Context: an optimization exercise on an open-source flow, tuned for a short achievable clock period and few clock cycles. The choices shown serve that exercise and are no tape-out recipe. Only simulation tests tie the RTL to the original design; equivalence was not proved. No activity file was given, so power comes from the tool's default toggle rates.

--- flow/design.v ---
module riscv_core (
    input         clk,rst_n,
    input  [31:0] instr,  
    input  [31:0] ReadData,  
    output [31:0] PCF,  
    output        MemWriteM,     
    output [31:0] ALUResultM,  
    output [31:0] WriteDataM,  
    output [2:0]  funct3M
);
    reg  [31:0] pc_q;
    reg  [31:0] rf [1:31];
    reg         vE;
    reg         brE, jalrE, ldE, stE, wrE, cstE, predE, retE, fuseE;
    reg  [4:0]  rdE;
    reg  [2:0]  f3E;
    reg  [3:0]  bixE;
    reg  [31:0] A, B, S, cnstE, altE;          
    reg         auiE;                          
    reg  [19:0] uimmE;
    reg         opAdd, opSub, opSll, opSlt, opSltu, opXor, opSrl, opSra, opOr, opAnd;
    reg         jrPend;
    reg  [31:0] jrTgt;
    reg         memWM, ldM, wrM;
    reg  [4:0]  rdM;
    reg  [2:0]  f3M;
    reg  [31:0] resM, wdM;
    reg  [31:0] ras0, ras1, ras2, ras3;
    reg         pushP, popP;
    reg  [31:0] pushV;
    reg  [15:0] bhtV, bhtT;
    reg         bhtWe, bhtD;
    reg  [3:0]  bhtI;
    assign PCF        = pc_q;
    assign MemWriteM  = memWM;
    assign ALUResultM = resM;
    assign WriteDataM = wdM;
    assign funct3M    = f3M;
    wire [4:0]  op   = instr[6:2];
    wire [4:0]  rs1  = instr[19:15];
    wire [4:0]  rs2  = instr[24:20];
    wire [4:0]  rd   = instr[11:7];
    wire [2:0]  f3   = instr[14:12];
    wire        isLUI  = (op == 5'b01101);
    wire        isAUI  = (op == 5'b00101);
    wire        isJAL  = (op == 5'b11011);
    wire        isJALR = (op == 5'b11001);
    wire        isBR   = (op == 5'b11000);
    wire        isLD   = (op == 5'b00000);
    wire        isST   = (op == 5'b01000);
    wire        isOPI  = (op == 5'b00100);
    wire        isOP   = (op == 5'b01100);
    wire        use1 = isJALR | isBR | isLD | isST | isOPI | isOP;
    wire        use2 = isBR | isST | isOP;
    wire        wrD  = (isLUI | isAUI | isJAL | isJALR | isLD | isOPI | isOP) & (rd != 5'd0);
    wire [31:0] immI = {{20{instr[31]}}, instr[31:20]};
    wire [31:0] immS = {{20{instr[31]}}, instr[31:25], instr[11:7]};
    wire [31:0] immB = {{20{instr[31]}}, instr[7], instr[30:25], instr[11:8], 1'b0};
    wire [31:0] immJ = {{12{instr[31]}}, instr[19:12], instr[20], instr[30:21], 1'b0};
    wire [31:0] immU = {instr[31:12], 12'b0};
    wire [31:0] pc4  = pc_q + 32'd4;
    wire [19:0] c0H  = cnstE[31:12];
    wire [19:0] auH  = c0H + uimmE;
    wire [19:0] auHp = c0H + uimmE + 20'd1;
    wire [19:0] auHm = c0H + uimmE + 20'hFFFFF;
    wire [31:0] cval = {auiE ? auH : c0H, cnstE[11:0]};
    wire        sgn  = instr[31];
    wire [19:0] pcH  = pc_q[31:12];
    wire [19:0] pcHp = pcH + 20'd1;
    wire [19:0] pcHm = pcH - 20'd1;
    wire [11:0] pcJ  = pc_q[31:20];
    wire [11:0] pcJp = pcJ + 12'd1;
    wire [11:0] pcJm = pcJ - 12'd1;
    wire [19:0] cH   = cval[31:12];
    wire [19:0] cHp  = auiE ? auHp : c0H + 20'd1;
    wire [19:0] cHm  = auiE ? auHm : c0H - 20'd1;
    wire [12:0] loB  = {1'b0, pc_q[11:0]} + {1'b0, immB[11:0]};
    wire [20:0] loJ  = {1'b0, pc_q[19:0]} + {1'b0, immJ[19:0]};
    wire [12:0] loR  = {1'b0, cnstE[11:0]} + {1'b0, immI[11:0]};
    wire [31:0] tB   = {sgn ? (loB[12] ? pcH : pcHm) : (loB[12] ? pcHp : pcH), loB[11:0]};
    wire [31:0] tJ   = {sgn ? (loJ[20] ? pcJ : pcJm) : (loJ[20] ? pcJp : pcJ), loJ[19:0]};
    wire [31:0] tR   = {sgn ? (loR[12] ? cH : cHm) : (loR[12] ? cHp : cH), loR[11:0]};
    wire        rs1link = (rs1 == 5'd1) | (rs1 == 5'd5);
    wire        rdlink  = (rd  == 5'd1) | (rd  == 5'd5);
    wire        push    = (isJAL | isJALR) & rdlink;
    wire        pop     = isJALR & rs1link & ~rdlink;
    wire        ret     = pop;
    wire [31:0] rtop    = pushP ? pushV : (popP ? ras1 : ras0);
    wire [3:0]  bix     = pc_q[5:2];
    wire        bhit    = bhtV[bix];
    wire        bpred   = bhit ? bhtT[bix] : instr[31];
    reg  [31:0] rd1, rd2;
    integer k;
    always @(*) begin
        rd1 = 32'd0;
        rd2 = 32'd0;
        for (k = 1; k < 32; k = k + 1) begin
            rd1 = rd1 | ({32{rs1 == k}} & rf[k]);
            rd2 = rd2 | ({32{rs2 == k}} & rf[k]);
        end
    end
    wire        exE = vE & ~jrPend;            
    wire        fE1 = exE & wrE & (rdE == rs1);
    wire        fM1 = wrM & (rdM == rs1);
    wire        fE2 = exE & wrE & (rdE == rs2);
    wire        fM2 = wrM & (rdM == rs2);
    wire        fuse = isJALR & exE & cstE & fE1;
    wire [31:0] resMW = ldM ? ReadData : resM;
    wire        stall = exE & ldE & ((use1 & fE1) | (use2 & fE2));
    wire [31:0] sum  = A + (opSub ? ~B : B) + {31'd0, opSub};
    wire        ltu  = A < B;
    wire        lt   = (A[31] ^ B[31]) ? A[31] : ltu;
    wire        eq   = (A == B);
    wire [31:0] shl  = A << B[4:0];
    wire signed [32:0] shx = {opSra & A[31], A};
    wire [32:0] shr  = shx >>> B[4:0];
    wire [31:0] res = ({32{opAdd | opSub}} & sum)
                    | ({32{opSll}} & shl)
                    | ({32{opSrl | opSra}} & shr[31:0])
                    | ({32{opSlt}} & {31'd0, lt})
                    | ({32{opSltu}} & {31'd0, ltu})
                    | ({32{opXor}} & (A ^ B))
                    | ({32{opOr}} & (A | B))
                    | ({32{opAnd}} & (A & B))
                    | ({32{cstE}} & cval);
    wire        cmp    = f3E[2] ? (f3E[1] ? ltu : lt) : eq;
    wire        taken  = cmp ^ f3E[0];
    wire        mispBr = exE & brE & (taken ^ predE);
    wire        jrBad  = exE & jalrE & ~(fuseE | (retE & (sum[31:1] == altE[31:1])));
    wire        kill   = mispBr | jrPend;      
    wire        selJ = ~stall & isJAL;
    wire        selB = ~stall & isBR & bpred;
    wire        selR = ~stall & fuse;
    wire        selT = ~stall & ret & ~fuse;
    wire        sel4 = ~stall & ~(isJAL | (isBR & bpred) | fuse | ret);
    wire [31:0] npcFD = ({32{selJ}} & tJ)
                      | ({32{selB}} & tB)
                      | ({32{selR}} & {tR[31:1], 1'b0})
                      | ({32{selT}} & rtop)
                      | ({32{sel4}} & pc4)
                      | ({32{stall}} & pc_q);
    always @(posedge clk) begin
        if (!rst_n)
            pc_q <= 32'd0;
        else if (jrPend)
            pc_q <= jrTgt;
        else if (mispBr)
            pc_q <= altE;
        else
            pc_q <= npcFD;
    end
    always @(posedge clk) begin
        if (!rst_n)
            jrPend <= 1'b0;
        else
            jrPend <= jrBad;
        jrTgt <= {sum[31:1], 1'b0};
    end
    always @(posedge clk) begin
        if (!rst_n) begin
            pushP <= 1'b0;
            popP  <= 1'b0;
        end else begin
            pushP <= push & ~stall & ~kill;
            popP  <= pop & ~stall & ~kill;
        end
        pushV <= pc4;
        if (!rst_n) begin
            ras0 <= 32'd0; ras1 <= 32'd0; ras2 <= 32'd0; ras3 <= 32'd0;
        end else if (pushP) begin
            ras0 <= pushV; ras1 <= ras0; ras2 <= ras1; ras3 <= ras2;
        end else if (popP) begin
            ras0 <= ras1; ras1 <= ras2; ras2 <= ras3;
        end
    end
    always @(posedge clk) begin
        if (!rst_n)
            bhtWe <= 1'b0;
        else
            bhtWe <= exE & brE;
        bhtI <= bixE;
        bhtD <= taken;
        if (!rst_n) begin
            bhtV <= 16'd0;
            bhtT <= 16'd0;
        end else if (bhtWe) begin
            bhtV[bhtI] <= 1'b1;
            bhtT[bhtI] <= bhtD;
        end
    end
    always @(posedge clk) begin
        if (!rst_n)
            vE <= 1'b0;
        else
            vE <= ~kill & ~stall;
        brE   <= isBR;
        jalrE <= isJALR;
        ldE   <= isLD;
        stE   <= isST;
        wrE   <= wrD;
        cstE  <= isLUI | isAUI | isJAL | isJALR;
        predE <= bpred;
        retE  <= ret;
        fuseE <= fuse;
        rdE   <= rd;
        f3E   <= f3;
        bixE  <= bix;
        A     <= fE1 ? res : (fM1 ? resMW : rd1);
        S     <= fE2 ? res : (fM2 ? resMW : rd2);
        B     <= (isOP | isBR) ? (fE2 ? res : (fM2 ? resMW : rd2)) : (isST ? immS : immI);
        cnstE <= isLUI ? immU : (isAUI ? pc_q : pc4);
        auiE  <= isAUI;
        uimmE <= instr[31:12];
        altE  <= isBR ? (bpred ? pc4 : tB) : rtop;
        opAdd  <= isLD | isST | ((isOP | isOPI) & (f3 == 3'b000) & ~(isOP & instr[30]));
        opSub  <= isOP & (f3 == 3'b000) & instr[30];
        opSll  <= (isOP | isOPI) & (f3 == 3'b001);
        opSlt  <= (isOP | isOPI) & (f3 == 3'b010);
        opSltu <= (isOP | isOPI) & (f3 == 3'b011);
        opXor  <= (isOP | isOPI) & (f3 == 3'b100);
        opSrl  <= (isOP | isOPI) & (f3 == 3'b101) & ~instr[30];
        opSra  <= (isOP | isOPI) & (f3 == 3'b101) & instr[30];
        opOr   <= (isOP | isOPI) & (f3 == 3'b110);
        opAnd  <= (isOP | isOPI) & (f3 == 3'b111);
    end
    always @(posedge clk) begin
        if (!rst_n) begin
            memWM <= 1'b0;
            wrM   <= 1'b0;
        end else begin
            memWM <= exE & stE;
            wrM   <= exE & wrE;
        end
        ldM  <= ldE;
        rdM  <= rdE;
        f3M  <= f3E;
        resM <= res;
        wdM  <= S;
    end
    always @(posedge clk) begin
        if (wrM)
            rf[rdM] <= resMW;
    end
endmodule
--- flow/flow/run.sh ---
#!/bin/bash
# Layout flow: the standard flow (standard.sh: ORFS synthesis and layout
# steps, the standard flow's SDC unchanged) with two changes to how the layout is made:
#  - the resizer repairs setup towards a tighter target than the 10 ns clock
#    (SETUP_SLACK_MARGIN 7), so the achieved period is as short as it can get;
#  - the slow OR3/OR4 cells are kept out of technology mapping (added to the
#    platform's own don't-use list), so abc builds carry chains from faster gates.
# The full output of the flow goes to standard_flow.log in this folder.
set -euo pipefail
here=$(pwd)
DU=" sky130_fd_sc_hd__probe_p_8 sky130_fd_sc_hd__probec_p_8 sky130_fd_sc_hd__lpflow_bleeder_1 sky130_fd_sc_hd__lpflow_clkbufkapwr_1 sky130_fd_sc_hd__lpflow_clkbufkapwr_16 sky130_fd_sc_hd__lpflow_clkbufkapwr_2 sky130_fd_sc_hd__lpflow_clkbufkapwr_4 sky130_fd_sc_hd__lpflow_clkbufkapwr_8 sky130_fd_sc_hd__lpflow_clkinvkapwr_1 sky130_fd_sc_hd__lpflow_clkinvkapwr_16 sky130_fd_sc_hd__lpflow_clkinvkapwr_2 sky130_fd_sc_hd__lpflow_clkinvkapwr_4 sky130_fd_sc_hd__lpflow_clkinvkapwr_8 sky130_fd_sc_hd__lpflow_decapkapwr_12 sky130_fd_sc_hd__lpflow_decapkapwr_3 sky130_fd_sc_hd__lpflow_decapkapwr_4 sky130_fd_sc_hd__lpflow_decapkapwr_6 sky130_fd_sc_hd__lpflow_decapkapwr_8 sky130_fd_sc_hd__lpflow_inputiso0n_1 sky130_fd_sc_hd__lpflow_inputiso0p_1 sky130_fd_sc_hd__lpflow_inputiso1n_1 sky130_fd_sc_hd__lpflow_inputiso1p_1 sky130_fd_sc_hd__lpflow_inputisolatch_1 sky130_fd_sc_hd__lpflow_isobufsrc_1 sky130_fd_sc_hd__lpflow_isobufsrc_16 sky130_fd_sc_hd__lpflow_isobufsrc_2 sky130_fd_sc_hd__lpflow_isobufsrc_4 sky130_fd_sc_hd__lpflow_isobufsrc_8 sky130_fd_sc_hd__lpflow_isobufsrckapwr_16 sky130_fd_sc_hd__lpflow_lsbuf_lh_hl_isowell_tap_1 sky130_fd_sc_hd__lpflow_lsbuf_lh_hl_isowell_tap_2 sky130_fd_sc_hd__lpflow_lsbuf_lh_hl_isowell_tap_4 sky130_fd_sc_hd__lpflow_lsbuf_lh_isowell_4 sky130_fd_sc_hd__lpflow_lsbuf_lh_isowell_tap_1 sky130_fd_sc_hd__lpflow_lsbuf_lh_isowell_tap_2 sky130_fd_sc_hd__lpflow_lsbuf_lh_isowell_tap_4  sky130_fd_sc_hd__or3_1 sky130_fd_sc_hd__or3_2 sky130_fd_sc_hd__or3_4 sky130_fd_sc_hd__or3b_1 sky130_fd_sc_hd__or3b_2 sky130_fd_sc_hd__or3b_4 sky130_fd_sc_hd__or4_1 sky130_fd_sc_hd__or4_2 sky130_fd_sc_hd__or4_4 sky130_fd_sc_hd__or4b_1 sky130_fd_sc_hd__or4b_2 sky130_fd_sc_hd__or4b_4 sky130_fd_sc_hd__or4bb_1 sky130_fd_sc_hd__or4bb_2 sky130_fd_sc_hd__or4bb_4"
bash standard.sh SETUP_SLACK_MARGIN=7 "DONT_USE_CELLS=$DU" finish > "$here/standard_flow.log" 2>&1
--- flow/standard.sh ---
#!/bin/bash
# synth_recipe.tcl (not shown) runs the flow's synth.tcl, then flattens the netlist and writes it again
# the make line also repeats each setting of config.mk as NAME=value (left out here)
make -C /OpenROAD-flow-scripts/flow DESIGN_CONFIG=/design/flow/config.mk WORK_HOME=/design/flow/orfs CLKGATE_MAP_FILE= SYNTH_SCRIPT=/design/flow/synth_recipe.tcl "${@:-finish}"
--- flow/config.mk ---
export PLATFORM = sky130hd
export DESIGN_NAME = riscv_core
export DESIGN_NICKNAME = riscv_core
export VERILOG_FILES = /design/flow/design.v
export SDC_FILE = /design/flow/constraint.sdc
export NUM_CORES = 4
export LEC_CHECK = 0
export ABC_CLOCK_PERIOD_IN_PS = 2500
export CAP_MARGIN = 20
export CORE_MARGIN = 2
export CORE_UTILIZATION = 40
export PLACE_DENSITY = 0.5
export SETUP_SLACK_MARGIN = 5
export SLEW_MARGIN = 20
export TNS_END_PERCENT = 100
--- flow/constraint.sdc ---
create_clock -name core_clock -period 10.0 [get_ports {clk}]
set_input_delay 2.0000 -clock core_clock [delete_from_list [all_inputs] [get_ports {clk}]]
set_output_delay 2.0000 -clock core_clock [all_outputs]
set_load 0.01 [all_outputs]
==> run notes, run 1 <==
Die span in y: 442 um
Worst hold-check path type: reg2reg
Setup Crit Path Kind: in2reg
Final setup fails: 0
Cells after Synth: 6960
Layout cells sized above 1: 34.9%
Critical path cell sequence: buf_16, buf_12, and2_4, fa_2, a211oi_2, o21bai_1, o41a_1, o211ai_1, nand2_2, buf_12, buf_16, buf_6, nand2_4, xnor2_2, o211ai_1, nand3_1, o22ai_2, o21ai_1
Clock Tree Root: clkbuf_16
Count of cell types in the netlist: 105
Async SR Flop Fraction: 0%
Clock latency on the worst-skew pair: 0.89 ns
Critical path arrival: 5.13 ns
Die W: 442 um
Largest family of logic cells by synthesized area: compound AO/OA/AOI/OAI gates
GR Overflow Total: 0
Count of input and output buffers: 163
Reg2Reg Launch Point: opSub
FILL cells: 15.7k
Top cell type by total area after synthesis: edfxtp_1
Multi-input logic area: 40500 um2
Critical Path Fanout Max: 4
Post-DP HPWL: 242 mm
Crit-path max cell delay: 0.37 ns
Layout area overhead: 40.1%
Mux contribution to synthesized area: 5.52%
Relative slew slack: 16.7%
Clock buffer depth: 3
Final Skew: 0.0576 ns
Routed vias/inst: 7.12
WHS Endpoint: bhtI[2]
H-Tree Level Count: 4
RSZ-0062 raised after global routing: yes
Most frequent cells in the layout: edfxtp_1 (992), buf_4 (636), a22oi_1 (419)
YS warnings: 1
Vias: 75.8k
Worst path depth: 18
Synth top area cells: edfxtp_1 (39%), dfxtp_1 (14%), a22oi_1 (4.5%)
First-pass GRT wire length: 594 mm
GRT Total Usage: 43.8%
Initial drt markers: 13.9k
Post-synth top flop: edfxtp_1
Pleak: 39.2 nW
Largest net degree at the start of global routing: 140
Area of placed instances: 83200 um2
CTS Sinks: 1541
Total CTS buffers: 170
Min cycle time layout: 4.40 ns
R2r endpoint: jrPend
Worst vdd ir: 0.000142 V
DRC: 0
FF/Latch Area: 41100 um2
GP Congestion: 0.964
Max-cap viol count: 0
Reg with most FFs: rf
Post-Synth Simple-Gate Area: 11.5%
Syn nets: 7224
Initial antenna violation count: 24
Critical path required time: 10.73 ns
Post-Syn Area: 76900 um2
Worst reg-to-reg path cell count: 15
CP bufs+invs: 5
Max reg flops: 992
Setup slack, reg-to-reg: 5.67 ns
Tcrit/Tclk final: 44.0%
TNS Setup: 0 ns
I/O pin count: 166
Vias in the first global route: 69.7k
Pwr Density: 165 nW/um2
Synth top area share: 38.7%
Hold path start: bixE[2]
Drt wl/cell: 42.6 um
Initial Util: 40.3%
Pwr Total: 17.8 mW
#FFs+latches synth: 1541
Synth Area in Compound Gates: 20.1%
Status: timing/DRC/antenna clean
Fin. Hold Viols: 0
Die Area: 196000 um2
Worst Setup End Kind: register
Most common cell after layout, fill and taps aside: edfxtp_1
Critical-path top delay cell: o41a_1
Core ar.: 191000 um2
Fmax: 227 MHz
Final net count: 8244
Row count: 160
Worst Tran Pin Value: 1.25 ns
CTS tree: yes
Final wirelength: 454 mm
Detail Route Antenna Nets: 0
Sequential share of the synthesized area: 53.0%
Worst-path clk slew: 0.06 ns
Hold depth: 0
Syn avg cell area: 11.0 um2
Post-Synth XOR/XNOR Area: 3.07%
Number of synthesized flops with an enable pin: 992
Startpoint Class: input pin
Fin area: 108000 um2
Post-Synth Adder-Cell Area: 3.27%
Slew Viols, Final: 0
Final Util: 56.5%
CP delay by family, top: compound AO/OA/AOI/OAI gates
1st-pass router iterations: 10
-- power breakdown --
part           internal [mW]  switching, mW
logic                   1.59           2.24
clock network           3.81           2.93
registers               7.02          0.226
total                   12.4           5.40
-- logic make-up after synthesis --
group,count (synthesis)
flip-flops,1541
AND/OR/NAND/NOR,1826
adder cells (fa/ha/maj),198
buffers and inverters,678
multiplexers,338
AO/OA/AOI/OAI,2114
XOR/XNOR,265
-- routing by layer --
layer / wire length (um) / vias to the layer above / GRT usage (%)
li1: - / 29200 / -
met1: 146000 / 36600 / 48.6
met5: 92 / - / 0.0733
met4: 53900 / 14 / 39.9
met2: 192000 / 7431 / 65.2
met3: 62800 / 2541 / 16.5
-- worst max-delay path by stage --
stage	from	end	slack [ns]
2_1_floorplan	instr[20]	pc_q[27]	5.05
3_3_place_gp	instr[20]	pc_q[30]	3.21
3_5_place_dp	instr[20]	pc_q[30]	3.24
4_1_cts	instr[20]	pc_q[14]	5.55
5_1_grt	instr[20]	pc_q[14]	5.55
6_report	instr[20]	pc_q[14]	5.60
-- synthesized netlist by cell type, types with 31 or more instances --
master,instances
a211oi_1,39
a21o_1,31
a21oi_1,270
a221oi_1,276
a222oi_1,64
a22o_1,235
a22oi_1,464
and2_1,92
and3_1,38
buf_1,69
buf_2,32
clkbuf_1,390
dfxtp_1,549
edfxtp_1,992
ha_1,193
inv_1,158
mux2_2,53
mux2i_1,221
mux4_2,63
nand2_1,468
nand2b_1,36
nand3_1,183
nand4_1,157
nor2_1,480
nor2b_1,92
nor3_1,131
nor4_1,55
o211ai_1,107
o21ai_0,317
o22ai_1,34
xnor2_1,142
xor2_1,120
-- metrics by stage --
stage	hold slack (ns)	instances	setup WS [ns]
floorplan	0.310	6960	5.05
global placement	0.311	9342	3.21
finish	0.315	10700	5.60
CTS	0.314	10400	5.55
detailed placement	0.312	9345	3.24
global route	0.322	10600	5.55
-- what timing repair did --
item	in CTS	in global routing
endpoints found under the setup margin	402	419
setup buffers	668	235
resized for setup	2043	444
cloned	59	12
hold buffers	0	0
pin swaps	381	337
-- cell type report --
class	instances	share of cell area, %
Antenna cell	15	0.0348
Clock buffer	213	4.25
Clock inverter	103	1.24
Inverter	164	0.619
Multi-Input combinational cell	4745	37.6
Sequential cell	1541	38.1
Tap cell	2511	2.92
Timing Repair Buffer	1358	15.2
Testbench counts, summed over its fixed seeds: cycles 90,405.
==> run 2, diff against run 1 <==
--- a/flow/design.v
+++ b/flow/design.v
@@ -129,9 +129,11 @@
     wire        jrBad  = exE & jalrE & ~(fuseE | (retE & (sum[31:1] == altE[31:1])));
     wire        kill   = mispBr | jrPend;      
-    wire        selJ = ~stall & isJAL;
-    wire        selB = ~stall & isBR & bpred;
-    wire        selR = ~stall & fuse;
-    wire        selT = ~stall & ret & ~fuse;
-    wire        sel4 = ~stall & ~(isJAL | (isBR & bpred) | fuse | ret);
+    wire        hold = ~jrPend & stall;
+    wire        go   = ~jrPend & ~stall;
+    wire        selJ = go & isJAL;
+    wire        selB = go & isBR & bpred;
+    wire        selR = go & fuse;
+    wire        selT = go & ret & ~fuse;
+    wire        sel4 = go & ~(isJAL | (isBR & bpred) | fuse | ret);
     wire [31:0] npcFD = ({32{selJ}} & tJ)
                       | ({32{selB}} & tB)
@@ -139,11 +141,10 @@
                       | ({32{selT}} & rtop)
                       | ({32{sel4}} & pc4)
-                      | ({32{stall}} & pc_q);
+                      | ({32{hold}} & pc_q)
+                      | ({32{jrPend}} & jrTgt);
     always @(posedge clk) begin
         if (!rst_n)
             pc_q <= 32'd0;
-        else if (jrPend)
-            pc_q <= jrTgt;
-        else if (mispBr)
+        else if (mispBr)                       
             pc_q <= altE;
         else
==> run 2 against run 1 <==
Non-clock buffer count fell by 26. Worst setup slack improved by 0.095 ns. Sequential power about the same. Global-route usage fell by 0.93 points. Maximum frequency rose by 2.2%. Sequential cell count did not move. Critical endpoint is now pc_q[19].
==> run notes, run 2 <==
Clock Tree Root: clkbuf_16
H-Tree Level Count: 4
Clock buffer depth: 3
Post-synth top flop: edfxtp_1
YS warnings: 1
Most frequent cells in the layout: edfxtp_1 (992), buf_4 (667), a22oi_1 (462)
FILL cells: 15.7k
Synth Area in Compound Gates: 20.5%
Status: timing/DRC/antenna clean
Routed vias/inst: 7.06
I/O pin count: 166
Synth top area cells: edfxtp_1 (39%), dfxtp_1 (14%), a22oi_1 (4.9%)
Tcrit/Tclk final: 43.0%
Top cells by count, synth: edfxtp_1 (992), dfxtp_1 (549), a22oi_1 (502)
Async SR Flop Fraction: 0%
Worst Tran Pin Value: 1.23 ns
Number of synthesized flops with an enable pin: 992
Post-DP HPWL: 246 mm
Setup slack, reg-to-reg: 5.84 ns
Area of placed instances: 83500 um2
Count of input and output buffers: 163
Startpoint Class: input pin
Hold buffer count at cts: 0
Worst Setup End Kind: register
Largest family of logic cells by synthesized area: compound AO/OA/AOI/OAI gates
Worst reg-to-reg path cell count: 12
Detail Route Antenna Nets: 0
Total CTS buffers: 171
Slew Viols, Final: 0
Dpl cells: 9308
Max reg flops: 992
DRC: 0
Post-Synth Adder-Cell Area: 3.30%
Layout cells sized above 1: 35.3%
Hold depth: 0
Mux contribution to synthesized area: 5.39%
Critical Path Fanout Max: 5
Syn nets: 7171
CTS Sinks: 1541
Worst vdd ir: 0.000163 V
CTS tree: yes
Non-Filler Instances: 10.6k
Pleak: 38.8 nW
Die Area: 196000 um2
#FFs+latches synth: 1541
Fin area: 107000 um2
Reg with most FFs: rf
Row count: 160
Clock latency on the worst-skew pair: 0.90 ns
Pwr Density: 167 nW/um2
Syn avg cell area: 11.1 um2
Drt wl/cell: 42.1 um
Vias: 74.7k
Most frequent cell after synthesis: edfxtp_1
Setup Crit Path Kind: in2reg
Post-Synth XOR/XNOR Area: 3.19%
Reg2Reg Launch Point: uimmE[0]
Post-Synth Simple-Gate Area: 11.0%
1st-pass router iterations: 7
WHS: 0.324 ns
Sequential share of the synthesized area: 53.0%
GRT Total Usage: 42.9%
Worst-path clk slew: 0.06 ns
Fmax: 232 MHz
Cells after Synth: 6907
Relative slew slack: 17.8%
Critical Path Start: instr[20]
Critical path arrival: 5.02 ns
Layout area overhead: 39.6%
Initial Util: 40.3%
Final net count: 8176
Initial antenna violation count: 32
R2r endpoint: pc_q[27]
Top cell type by total area after synthesis: edfxtp_1
CP Capture Point: pc_q[19]
Most common cell after layout, fill and taps aside: edfxtp_1
TNS Setup: 0 ns
Worst hold-check path type: reg2reg
Min cycle time layout: 4.30 ns
Final Skew: 0.0782 ns
Post-Syn Area: 76900 um2
Die W: 442 um
Die span in y: 442 um
Final setup fails: 0
Final wirelength: 446 mm
Fin. Hold Viols: 0
Count of cell types in the netlist: 119
First-pass GRT wire length: 581 mm
RSZ-0062 raised after global routing: yes
Synth top area share: 38.7%
GP Congestion: 0.993
Max-cap viol count: 0
Core ar.: 191000 um2
GR Overflow Total: 0
Vias in the first global route: 69.4k
Initial drt markers: 13.5k
Largest net degree at the start of global routing: 82
Critical path required time: 10.72 ns
run 2: cell count changes after synthesis, moves of 19 or more:
cell      before  now
nand2_1      468  404
nor2_1       480  433
buf_2         32   75
a22oi_1      464  502
o21ai_0      317  351
nor3_1       131  104
mux2i_1      221  244
o211ai_1     107   84
o21a_1        30   53
buf_1         69   47
clkbuf_1     390  371
run 2: layer usage:
metal,vias up,wire [um],global-route usage [%]
met3,2344,61500,15.5
met2,7044,184000,62.6
met4,32,52100,39.0
met1,36300,148000,49.0
met5,-,192,0.391
li1,29000,-,-
run 2: metrics by stage:
stage | utilization (%) | power, mW | worst slack (ns)
4_1_cts | 53.5 | 17.4 | 5.82
6_report | 56.3 | 17.9 | 5.70
2_1_floorplan | - | 8.79 | 5.46
3_3_place_gp | 43.8 | 9.93 | 2.76
5_1_grt | 56.3 | 18.3 | 5.69
3_5_place_dp | 43.8 | 9.93 | 2.78
run 2: cells by family (layout without fill, tap and decap cells):
group                    after synthesis  after routing
other                                  0             19
XOR/XNOR                             269            269
buffers and inverters                679           1820
AND/OR/NAND/NOR                     1708           1714
multiplexers                         347            350
AO/OA/AOI/OAI                       2163           2163
adder cells (fa/ha/maj)              200            200
flip-flops                          1541           1541
run 2: cell type report:
class                           count  area, um2  area share, %
Antenna cell                       19       47.5         0.0443
Inverter                          169        674          0.628
Timing Repair Buffer             1332      15500           14.5
Timing Repair inverter              1       7.51        0.00699
Multi-Input combinational cell   4696      40800           38.0
Clock buffer                      216       4660           4.34
Tap cell                         2511       3140           2.93
Clock inverter                    102       1340           1.25
Sequential cell                  1541      41100           38.3
run 2: repair_timing:
action	4_1_cts	5_1_grt
pin swaps	396	353
cloned	46	21
resized for setup	1918	568
buffers inserted	588	287
hold endpoints to repair	0	0
setup endpoints to repair	565	956
run 2: power breakdown:
part	switching (mW)	internal, mW	total [mW]
registers	0.240	7.01	7.25
clock network	2.85	3.95	6.80
logic	2.30	1.58	3.88
run 2: critical path, stage by stage:
cell,delay (ns)
buf_6,0.09
buf_12,0.12
and2_4,0.14
fa_2,0.38
a211oi_4,0.28
o21a_1,0.20
o31a_1,0.24
buf_4,0.15
o21ai_4,0.06
buf_8,0.16
and3_4,0.19
buf_4,0.14
buf_6,0.11
nand2_4,0.06
xnor2_2,0.07
o211ai_1,0.47
a31oi_1,0.14
run 2: worst min-delay path by stage:
stage | from | to | slack, ns
4_1_cts | S[28] | wdM[28] | 0.32
5_1_grt | S[28] | wdM[28] | 0.32
2_1_floorplan | bixE[0] | bhtI[0] | 0.31
3_5_place_dp | bixE[1] | bhtI[1] | 0.31
6_report | S[28] | wdM[28] | 0.32
3_3_place_gp | bixE[3] | bhtI[3] | 0.31
Testbench counts of run 2, summed over its fixed seeds: cycles 90,405.
==> run 3, diff against run 2 <==
--- a/flow/config.mk
+++ b/flow/config.mk
@@ -9,6 +9,6 @@
 export CAP_MARGIN = 20
 export CORE_MARGIN = 2
-export CORE_UTILIZATION = 40
-export PLACE_DENSITY = 0.5
+export CORE_UTILIZATION = 45
+export PLACE_DENSITY = 0.55
 export SETUP_SLACK_MARGIN = 5
 export SLEW_MARGIN = 20
==> run 3 against run 2 <==
Design area shrank 1.5%. Total power decreased by 2.0%. Worst setup slack improved by 0.078 ns. Die area shrank 11%.
==> run notes, run 3 <==
Fin area: 106000 um2
Top cells by count, synth: edfxtp_1 (992), dfxtp_1 (549), a22oi_1 (502)
Worst vdd ir: 0.000203 V
Setup Crit Path Kind: in2reg
Final net count: 8099
Startpoint Class: input pin
Critical Path Fanout Max: 5
Routed vias/inst: 7.37
Critical path arrival: 5.01 ns
Initial drt markers: 15.5k
Clock buffer depth: 3
Final setup fails: 0
GR Overflow Total: 0
Worst Tran Pin Value: 1.35 ns
Pwr Density: 166 nW/um2
Setup slack, reg-to-reg: 5.86 ns
Detail Route Antenna Nets: 0
Slew Viols, Final: 0
Synth top area cells: edfxtp_1 (39%), dfxtp_1 (14%), a22oi_1 (4.9%)
Worst hold-check path type: reg2reg
Async SR Flop Fraction: 0%
Layout area overhead: 37.5%
CP delay by family, top: compound AO/OA/AOI/OAI gates
Critical path cell sequence: buf_6, buf_12, and2_4, fa_2, a211oi_4, o21a_1, o31a_1, o21a_4, nand2_4, nor4b_4, nor2b_4, xor2_2, a21oi_2, o22ai_4, o221a_1
RSZ-0062 raised after global routing: yes
DRC: 0
TNS Setup: 0 ns
Initial antenna violation count: 32
CP bufs+invs: 2
CTS Sinks: 1541
Worst Setup End Kind: register
YS warnings: 1
Die span in y: 417 um
#FFs+latches synth: 1541
Initial Util: 45.4%
Syn nets: 7171
Post-synth top flop: edfxtp_1
Area of placed instances: 83200 um2
Count of cell types in the netlist: 119
Die W: 417 um
Total CTS buffers: 168
Critical path required time: 10.78 ns
Final wirelength: 438 mm
CTS tree: yes
Top cell type by total area after synthesis: edfxtp_1
Syn avg cell area: 11.1 um2
Largest net degree at the start of global routing: 158
I/O pin count: 166
H-Tree Level Count: 4
Min cycle time layout: 4.23 ns
Crit-path max cell delay: 0.36 ns
Most frequent cells in the layout: edfxtp_1 (992), buf_4 (618), a22oi_1 (466)
Reg with most FFs: rf
Row count: 151
Fin. Hold Viols: 0
Sequential share of the synthesized area: 53.0%
Vias in the first global route: 69.4k
GRT Total Usage: 48.1%
Drt wl/cell: 42.8 um
Worst-path clk slew: 0.06 ns
Max reg flops: 992
Tcrit/Tclk final: 42.3%
Status: timing/DRC/antenna clean
Core ar.: 169000 um2
Critical-path top delay cell: fa_2
Cells after Synth: 6907
Vias: 75.3k
GP Congestion: 0.996
Count of input and output buffers: 163
Post-DP HPWL: 238 mm
Number of synthesized flops with an enable pin: 992
Max-cap viol count: 0
Pleak: 38.3 nW
First-pass GRT wire length: 577 mm
Synth top area share: 38.7%
Most frequent cell after synthesis: edfxtp_1
Fmax: 237 MHz
Layout cells sized above 1: 34.2%
Relative slew slack: 9.93%
1st-pass router iterations: 12
Post-Syn Area: 76900 um2
Clock Tree Root: clkbuf_16
Clock latency on the worst-skew pair: 0.87 ns
Final Skew: 0.0728 ns
Die Area: 174000 um2
Most common cell after layout, fill and taps aside: edfxtp_1
==> run 3: cell count changes in the layout (fill, tap and decap cells not counted), moves of 14 or more <==
| cell | previous run | this run |
|---|---|---|
| ha_1 | 130 | 144 |
| bufbuf_16 | 12 | 27 |
| ha_4 | 53 | 37 |
| buf_12 | 201 | 176 |
| dfxtp_1 | 396 | 422 |
| buf_4 | 667 | 618 |
==> run 3: kinds of logic after synthesis <==
logic type,synth area share [%]
compound gates,20.5
xor+xnor,3.19
fa+ha+maj,3.30
buf+inv,3.52
flops,53.0
mux,5.39
simple gates,11.0
==> run 3: layout make-up <==
| cell class | count | area [um2] |
|---|---|---|
| Timing Repair inverter | 1 | 7.51 |
| Inverter | 169 | 661 |
| Tap cell | 2218 | 2780 |
| Timing Repair Buffer | 1261 | 14900 |
| Clock buffer | 209 | 4580 |
| Fill cell | 13200 | 63800 |
| Clock inverter | 98 | 1170 |
| Antenna cell | 28 | 70.1 |
| Multi-Input combinational cell | 4693 | 40500 |
| Sequential cell | 1541 | 41100 |
==> run 3: power breakdown <==
part	switching [mW]	total [mW]	internal, mW	leakage (nW)
registers	0.222	7.23	7.00	13.7
clock network	2.83	6.60	3.76	2.78
logic	2.25	3.74	1.50	21.8
==> run 3: path summary, 6_finish.rpt <==
kind | end | depth (start not counted) | from
max | pc_q[26] | 15 | instr[20]
min | bhtI[2] | 0 | bixE[2]
max reg2reg | B[24] | 14 | A[2]
min reg2reg | bhtI[2] | 0 | bixE[2]
==> run 3: worst register-to-register path, delay by kind of cell (launching register included) <==
family	cells	cell delay, ns
and+or+nand+nor	2	0.25
adders and majority gates	1	0.32
DFF	1	0.70
AOI/OAI and AO/OA	8	2.22
buffers and inverters	2	0.35
xor gates and xnor gates	1	0.18
==> run 3: timing repair <==
action / 4_1_cts / 5_1_grt
pin swaps: 448 / 311
resized for setup: 2015 / 360
cloned: 63 / 12
buffers inserted: 618 / 172
hold buffers: 0 / 0
setup endpoints to repair: 446 / 423
==> run 3: per-stage QoR <==
step	setup slack [ns]	hold slack, ns	cells	utilization (%)	power (mW)
floorplan	5.46	0.310	6907	-	8.79
global placement	3.06	0.310	9018	49.1	9.90
detailed placement	2.94	0.312	9018	49.1	9.91
CTS	5.87	0.327	10000	60.3	17.1
global route	5.80	0.330	10200	62.3	17.9
finish	5.77	0.327	10200	62.4	17.6
==> run 3: routing by layer <==
layer	part of all wire, %	GRT usage, %
met1	32	54.4
met2	41	69.1
met3	15	20.0
met4	12	43.5
met5	0.14	1.53
==> run 4, diff against run 3 <==
--- a/flow/design.v
+++ b/flow/design.v
@@ -129,11 +129,9 @@
     wire        jrBad  = exE & jalrE & ~(fuseE | (retE & (sum[31:1] == altE[31:1])));
     wire        kill   = mispBr | jrPend;      
-    wire        hold = ~jrPend & stall;
-    wire        go   = ~jrPend & ~stall;
-    wire        selJ = go & isJAL;
-    wire        selB = go & isBR & bpred;
-    wire        selR = go & fuse;
-    wire        selT = go & ret & ~fuse;
-    wire        sel4 = go & ~(isJAL | (isBR & bpred) | fuse | ret);
+    wire        selJ = ~stall & isJAL;
+    wire        selB = ~stall & isBR & bpred;
+    wire        selR = ~stall & fuse;
+    wire        selT = ~stall & ret & ~fuse;
+    wire        sel4 = ~stall & ~(isJAL | (isBR & bpred) | fuse | ret);
     wire [31:0] npcFD = ({32{selJ}} & tJ)
                       | ({32{selB}} & tB)
@@ -141,10 +139,11 @@
                       | ({32{selT}} & rtop)
                       | ({32{sel4}} & pc4)
-                      | ({32{hold}} & pc_q)
-                      | ({32{jrPend}} & jrTgt);
+                      | ({32{stall}} & pc_q);
     always @(posedge clk) begin
         if (!rst_n)
             pc_q <= 32'd0;
-        else if (mispBr)                       
+        else if (jrPend)
+            pc_q <= jrTgt;
+        else if (mispBr)
             pc_q <= altE;
         else
==> flow/run.sh (new file) <==
#!/bin/bash
# synth_recipe.tcl (not shown) runs the flow's synth.tcl, then flattens the netlist and writes it again
# the make line also repeats each setting of config.mk as NAME=value (left out here)
make -C /OpenROAD-flow-scripts/flow DESIGN_CONFIG=/design/flow/config.mk WORK_HOME=/design/flow/orfs CLKGATE_MAP_FILE= SYNTH_SCRIPT=/design/flow/synth_recipe.tcl finish
--- a/flow/config.mk
+++ b/flow/config.mk
@@ -9,6 +9,6 @@
 export CAP_MARGIN = 20
 export CORE_MARGIN = 2
-export CORE_UTILIZATION = 45
-export PLACE_DENSITY = 0.55
+export CORE_UTILIZATION = 40
+export PLACE_DENSITY = 0.5
 export SETUP_SLACK_MARGIN = 5
 export SLEW_MARGIN = 20
removed: flow/flow/run.sh
removed: flow/standard.sh
==> run 4 against run 3 <==
Still clean on timing, DRC and antenna. Critical endpoint is now A[27]. Global-route usage fell by 9.3 points. Final cell count fell by 3.8%. Highest routed layer unchanged. Design area fell by 15%. Maximum frequency fell by 17%. First-iteration DRC count fell by 23%. Hold slack got worse by 0.0056 ns. Sequential share of layout area rose by 6.8 points. Register-to-register slack got worse by 0.82 ns.
==> run notes, run 4 <==
Status: timing/DRC/antenna clean
H-Tree Level Count: 4
Cells after Synth: 7008
Vias: 68.0k
GRT Total Usage: 38.9%
Top cells by count, synth: edfxtp_1 (992), a22oi_1 (644), dfxtp_1 (549)
Setup slack, reg-to-reg: 5.04 ns
Hold depth: 0
Clock latency on the worst-skew pair: 0.86 ns
Cell internal pwr: 11.7 mW
GR Overflow Total: 0
Fin. Hold Viols: 0
Critical Path Fanout Max: 16
Row count: 161
RSZ-0062 raised after global routing: yes
Detail Route Antenna Nets: 0
Final setup fails: 0
Most common cell after layout, fill and taps aside: edfxtp_1
Clock Power Share: 40.2%
Critical path arrival: 5.85 ns
Routed vias/inst: 6.92
Die W: 443 um
Post-synth top flop: edfxtp_1
Core ar.: 192000 um2
Synth top area share: 38.7%
Initial Util: 40.1%
Worst-path clk slew: 0.06 ns
Worst Setup End Kind: register
Max-cap viol count: 0
Final wirelength: 395 mm
Count of cell types in the netlist: 109
Reg with most FFs: rf
Pwr Density: 184 nW/um2
Relative slew slack: 14.9%
Count of input and output buffers: 163
Reg2Reg Launch Point: opSub
DRC: 0
CTS Sinks: 1541
YS warnings: 1
Syn nets: 7272
Pleak: 31.5 nW
Slew Viols, Final: 0
GP Congestion: 0.974
CTS tree: yes
Min cycle time layout: 5.08 ns
Largest net degree at the start of global routing: 148
R2r endpoint: B[29]
Clock buffer depth: 3
Hold path start: S[0]
TNS Setup: 0 ns
Max reg flops: 992
Async SR Flop Fraction: 0%
Non-Filler Instances: 9829
WHS: 0.321 ns
First-pass GRT wire length: 532 mm
Syn avg cell area: 11.0 um2
1st-pass router iterations: 8
Layout cells sized above 1: 13.2%
Sw Pwr: 4.75 mW
Worst reg-to-reg path cell count: 14
Worst vdd ir: 0.000144 V
Post-DP HPWL: 244 mm
Critical path required time: 10.77 ns
Most frequent cells in the layout: edfxtp_1 (992), a22oi_1 (644), dfxtp_1 (538)
Initial antenna violation count: 13
Top cell type by total area after synthesis: edfxtp_1
Seq pwr share: 43.9%
Total CTS buffers: 171
Worst hold-check path type: reg2reg
Post-Syn Area: 77000 um2
WHS Endpoint: wdM[0]
Pwr Total: 16.5 mW
#FFs+latches synth: 1541
I/O pin count: 166
Vias in the first global route: 64.4k
FILL cells: 17.7k
Dpl cells: 9430
Layout area overhead: 16.3%
Tcrit/Tclk final: 50.8%
Setup Crit Path Kind: in2reg
Final net count: 7419
Final Skew: 0.0447 ns
Drt wl/cell: 40.1 um
Die span in y: 443 um
Initial drt markers: 12.0k
Startpoint Class: input pin
Sw frac: 28.8%
Number of synthesized flops with an enable pin: 992
Die Area: 196000 um2
Logic gate share of total power: 15.9%
Synth top area cells: edfxtp_1 (39%), dfxtp_1 (14%), a22oi_1 (6.3%)
Fmax: 197 MHz
Hold buffer count at cts: 0
Sequential share of the synthesized area: 53.0%
Clock Tree Root: clkbuf_16
Most frequent cell after synthesis: edfxtp_1
Worst Tran Pin Value: 1.26 ns
run 4: cell types whose count changed in the layout (fill, tap and decap cells not counted), sizes merged, moves of 22 or more:
cell,before,now
nand4,158,119
o21ai,367,333
a22oi,503,644
a221oi,267,184
mux4,48,70
clkdlybuf4s50,33,149
nand2,408,489
a22o,230,144
a21oi,266,298
buf,1185,323
bufbuf,27,0
nor2,434,471
mux2i,245,218
or3,0,35
run 4: cell families (layout without fill, tap and decap cells):
family / count (synthesis) / count (layout) / share of synthesized area, %
other cells: 0 / 7 / 0
mux: 341 / 341 / 5.66
flops: 1541 / 1541 / 53.0
compound gates: 2124 / 2124 / 19.7
buf+inv: 683 / 970 / 3.41
xor+xnor: 267 / 267 / 3.11
fa+ha+maj: 199 / 199 / 3.28
simple gates: 1853 / 1854 / 11.8
run 4: worst max path at each step:
stage                          from        to  slack, ns  cells after the start
after CTS                 instr[23]  pc_q[26]       4.81                     15
after detailed placement  instr[27]  pc_q[26]       3.07                     13
after floorplan           instr[20]  pc_q[29]       5.01                     16
after global placement    instr[27]  pc_q[26]       3.06                     13
after global routing      instr[23]  pc_q[26]       4.86                     15
final                     instr[17]     A[27]       4.92                     12
run 4: layer usage:
| layer | wire length, um | vias up | share of wire, % | track usage [%] |
|---|---|---|---|---|
| met3 | 48500 | 1628 | 12 | 11.8 |
| li1 | - | 27400 | - | - |
| met5 | 46 | - | 0.012 | 0 |
| met1 | 136000 | 33200 | 35 | 45.6 |
| met2 | 174000 | 5663 | 44 | 60.4 |
| met4 | 35700 | 8 | 9.1 | 28.1 |
run 4: worst max-delay path, cell delays in order:
cell and delay [ns]:
clkdlybuf4s50_1 0.41, buf_4 0.26, or3b_2 0.63, nor2_4 0.64, buf_4 0.62, buf_4 0.36
a22oi_1 0.13, nand4_1 0.15, nor3_1 0.08, nand2_1 0.28, o211ai_1 0.15, o21ai_0 0.10
run 4: timing repair:
action,4_1_cts,5_1_grt
endpoints found under the setup margin,148,84
buffers inserted,45,31
gates resized for setup,78,77
cloned,1,0
pin swaps,18,15
run 4: area by class of cell:
type	count	area (um2)	share of cell area, %
Multi-Input combinational cell	4785	34800	38.9
Antenna cell	7	17.5	0.0196
Inverter	170	641	0.716
Clock buffer	212	4590	5.13
Sequential cell	1541	40800	45.6
Tap cell	2526	3160	3.53
Clock inverter	102	1210	1.35
Timing Repair Buffer	486	4290	4.79
run 4: stage by stage:
| stage | utilization [%] | instance area (um2) | setup slack, ns |
|---|---|---|---|
| floorplan | - | 77000 | 5.01 |
| global placement | 43.0 | 82500 | 3.06 |
| detailed placement | 43.0 | 82500 | 3.07 |
| CTS | 46.4 | 88900 | 4.81 |
| global route | 46.7 | 89500 | 4.86 |
| finish | 46.7 | 89500 | 4.92 |
run 4: power groups by stage:
| stage | logic (mW) | registers, mW | clock network [mW] |
|---|---|---|---|
| finish | 2.62 | 7.24 | 6.64 |
| global route | 2.74 | 7.25 | 6.92 |
| floorplan | 1.46 | 7.26 | 0 |
| CTS | 2.49 | 7.24 | 6.68 |
| detailed placement | 2.45 | 7.37 | 0 |
| global placement | 2.45 | 7.37 | 0 |
Testbench counts of run 4, summed over its fixed seeds: cycles 90,405.

-- port drivers added, routing unchanged --
The flow's constraints put no driver on any port. The routed layouts listed below were extracted and timed again, unchanged, in two steps. Step 1, drivers: a clkbuf_16 drives clk and a buf_2 each remaining input, both assumed. Step 2 times the ports against the registers' clock, not the clock port: input delays grow and output delays shrink by t, the midpoint of the rising clock arrivals with the driver on. Slacks: no drivers / after step 1 / after step 2; pairs: no drivers / after step 1.
| run | t, ns | setup WS [ns] | worst setup path at the end | pins driven straight from the clock port |
|---|---|---|---|---|
| run 1 | 0.961 | 5.601 / 5.631 / 4.670 | input to register | 1 |
| run 2 | 0.953 | 5.696 / 5.755 / 4.802 | input to register | 1 |
| run 3 | 0.942 | 5.774 / 5.839 / 4.898 | input to register | 1 |
| run 4 | 0.925 | 4.918 / 4.983 / 4.057 | input to register | 1 |
After both steps every run listed still meets setup and hold. The setup slack of run 1, which loses most, moves by +0.030 ns with the drivers and by -0.931 ns with both steps.
